This is an optimization exercise on Yosys and OpenROAD, whose aim is small area, a short achievable clock period and few clock cycles, not a production implementation.
Where RTL was checked, it was by simulation tests only, not by an equivalence proof against the original.
Power is estimated from default activity; no workload was simulated.

// DATAPATH
module DATAPATH(Product, done, clk, multiplicand, multiplier, start, rst);
clock: 4.0 ns
lec_check: 0
abc_area: 1
cap_margin: 20
core_margin: 2
core_utilization: 60
cts_buf_list: sky130_fd_sc_hd__clkbuf_4 sky130_fd_sc_hd__clkbuf_8
cts_cluster_size: 30
slew_margin: 20
synth_hierarchical: 1
synth_minimum_keep_size: 0
standard.sh (not shown) runs the stock make flow with config.mk's settings and CLKGATE_MAP_FILE= SYNTH_SCRIPT=/design/flow/synth_recipe.tcl, a recipe that flattens the netlist after the stock synthesis.
==> flow/flow/run.sh <==
#!/bin/bash
# Standard layout, with plain buffers (instead of delay buffers) on the ports.
set -euo pipefail
export BUFFER_PORTS_ARGS="-buffer_cell sky130_fd_sc_hd__buf_2"
bash standard.sh > standard.log 2>&1
The first run produced a clean layout.
Testbench counts at the start, summed over its fixed seeds: cycles 2,400.
Then changed:
CORE_UTILIZATION = 40   (was 60)
PLACE_DENSITY = 0.75   (was not set)
Hold slack improves by 0.0031 ns.
Wire length fell by 1.6%.
Power rose by 1.9%.
Setup slack improves by 0.14 ns.
Final cell count rose by 8.5%.
Non-clock buffer count fell by 4.
Maximum frequency rose by 3.9%.
Synthesized area stays the same.
Sequential power barely changes.
Via count rose by 0.34%.
Core utilization fell by 22 points.
Then changed:
CORE_UTILIZATION = 60   (was 40)
CTS_BUF_LIST = not set   (was sky130_fd_sc_hd__clkbuf_4 sky130_fd_sc_hd__clkbuf_8)
CTS_CLUSTER_SIZE = not set   (was 30)
PLACE_DENSITY = not set   (was 0.75)
=> Routed wire length is higher by a few percent. Count of clock-buffer cells in the layout is higher by 2. Core utilization is higher by 22 points. Critical path depth is lower by 1.
Then changed:
CORE_UTILIZATION = 30   (was 60)
CTS_BUF_LIST = sky130_fd_sc_hd__clkbuf_4 sky130_fd_sc_hd__clkbuf_8   (was not set)
CTS_CLUSTER_SIZE = 30   (was not set)
=> Worst setup slack improved by 0.14 ns; sequential share of layout area goes down by 0.43 points; final cell count goes up by about 20%; total power goes down by 1.1%; maximum frequency goes up by about 4%; sequential power is about the same; hold slack got worse by 0.032 ns; die area goes up by about 100%; sequential cell count is unchanged; wire length goes up by about 1.7%; critical path depth is unchanged.

* * *

Another version of the RTL of DATAPATH (not shown whole).
Size in the first run: roughly 59 flip-flops, ~8400 um2 of cells after synthesis.
Settings: LEC_CHECK=0, ABC_AREA=1, CAP_MARGIN=20, CORE_MARGIN=2, CORE_UTILIZATION=60, CTS_BUF_LIST=sky130_fd_sc_hd__clkbuf_4 sky130_fd_sc_hd__clkbuf_8, CTS_CLUSTER_SIZE=30, SLEW_MARGIN=20, SYNTH_HIERARCHICAL=1, SYNTH_MINIMUM_KEEP_SIZE=0; clock period 4.0 ns.
==> flow/flow/run.sh <==
#!/bin/bash
# Standard layout, with plain buffers (instead of delay buffers) on the ports.
set -euo pipefail
export BUFFER_PORTS_ARGS="-buffer_cell sky130_fd_sc_hd__buf_2"
export RECOVER_POWER=100
bash standard.sh > standard.log 2>&1
The baseline reached the layout checks and failed them: max-capacitance violations, max-slew violations.
Edit:
--- a/flow/flow/run.sh
+++ b/flow/flow/run.sh
@@ -5 +4,0 @@
-export RECOVER_POWER=100
CORE_UTILIZATION = 50   (was 60)
What happened: The new run passed the timing, design-rule and antenna checks; synthesized area stays the same; worst setup slack hardly moves; worst hold slack improved by 3.0 ps; final area went up by 0.95%; final cell count went up by 4.1%; critical path depth went up by 2; via count hardly moves; power went up by about 1.6%; fmax hardly moves; first-iteration DRC count went up by about 2.8%.
Edit:
CORE_UTILIZATION = 60   (was 50)
CTS_BUF_LIST = unset   (was sky130_fd_sc_hd__clkbuf_4 sky130_fd_sc_hd__clkbuf_8)
CTS_CLUSTER_SIZE = unset   (was 30)
After rerunning: The new run finished clean; clock power increases by 41%; count of clock-buffer cells in the layout goes up by 2; routed wire length is about the same; final area went up by 0.91%; critical path depth decreases by 2; via count went down by 0.45%; synthesized cell count is unchanged.
Edit:
CORE_UTILIZATION = 40   (was 60)
CTS_BUF_LIST = sky130_fd_sc_hd__clkbuf_4 sky130_fd_sc_hd__clkbuf_8   (was unset)
CTS_CLUSTER_SIZE = 30   (was unset)
PLACE_DENSITY = 0.75   (was unset)
What happened:
- worst hold slack degrades by 28 ps
- setup slack loses 44 ps
- first-iteration DRC count climbs by 29%
No run of this note included a check of the RTL's function; only the layout flow was run.

what the ideal ports hide:
Ports are ideal in the flow. The routed layouts listed here were re-timed in OpenROAD.
Step 1 (the two cells are an assumption about what drives the block):
set clk [get_ports {clk}]
set_driving_cell -lib_cell sky130_fd_sc_hd__clkbuf_16 $clk
set_driving_cell -lib_cell sky130_fd_sc_hd__buf_2 [delete_from_list [all_inputs] $clk]
Step 2 moves the port delays by t, midway between the first and last clock arrival at a register: inputs arrive t later, outputs are due t later. That takes back most of the time a late clock gives input paths.
Slacks: no drivers / after step 1 / after step 2; pairs: no drivers / after step 1.
| run | shift t [ns] | slack for setup (ns) | hold slack, ns | latest minus earliest clock arrival (ns) | cell pins on the clock port's net |
|---|---|---|---|---|---|
| the first run of note 1 | 0.407 | 0.231 / 0.226 / -0.158 | 0.573 / 0.559 / 0.966 | 0.013 / 0.013 | 1 |
| the second run of note 1 | 0.410 | 0.373 / 0.346 / -0.018 | 0.576 / 0.560 / 0.970 | 0.009 / 0.010 | 1 |
| the third run of note 1 | 0.381 | 0.219 / 0.243 / -0.138 | 0.607 / 0.587 / 0.968 | 0.010 / 0.010 | 1 |
| the fourth run of note 1 | 0.408 | 0.359 / 0.338 / -0.036 | 0.575 / 0.567 / 0.975 | 0.008 / 0.008 | 1 |
| the first run of note 2 | 0.414 | 0.162 / 0.136 / -0.278 | 0.580 / 0.563 / 0.977 | 0.010 / 0.010 | 1 |
| the second run of note 2 | 0.405 | 0.163 / 0.176 / -0.229 | 0.583 / 0.567 / 0.972 | 0.012 / 0.012 | 1 |
| the third run of note 2 | 0.381 | 0.202 / 0.202 / -0.179 | 0.617 / 0.600 / 0.981 | 0.006 / 0.005 | 1 |
| the fourth run of note 2 | 0.394 | 0.159 / 0.172 / -0.222 | 0.589 / 0.577 / 0.971 | 0.014 / 0.013 | 1 |
The setup slack of the first run of note 2, which loses most, moves by -0.026 ns with the drivers and by -0.440 ns with both steps.
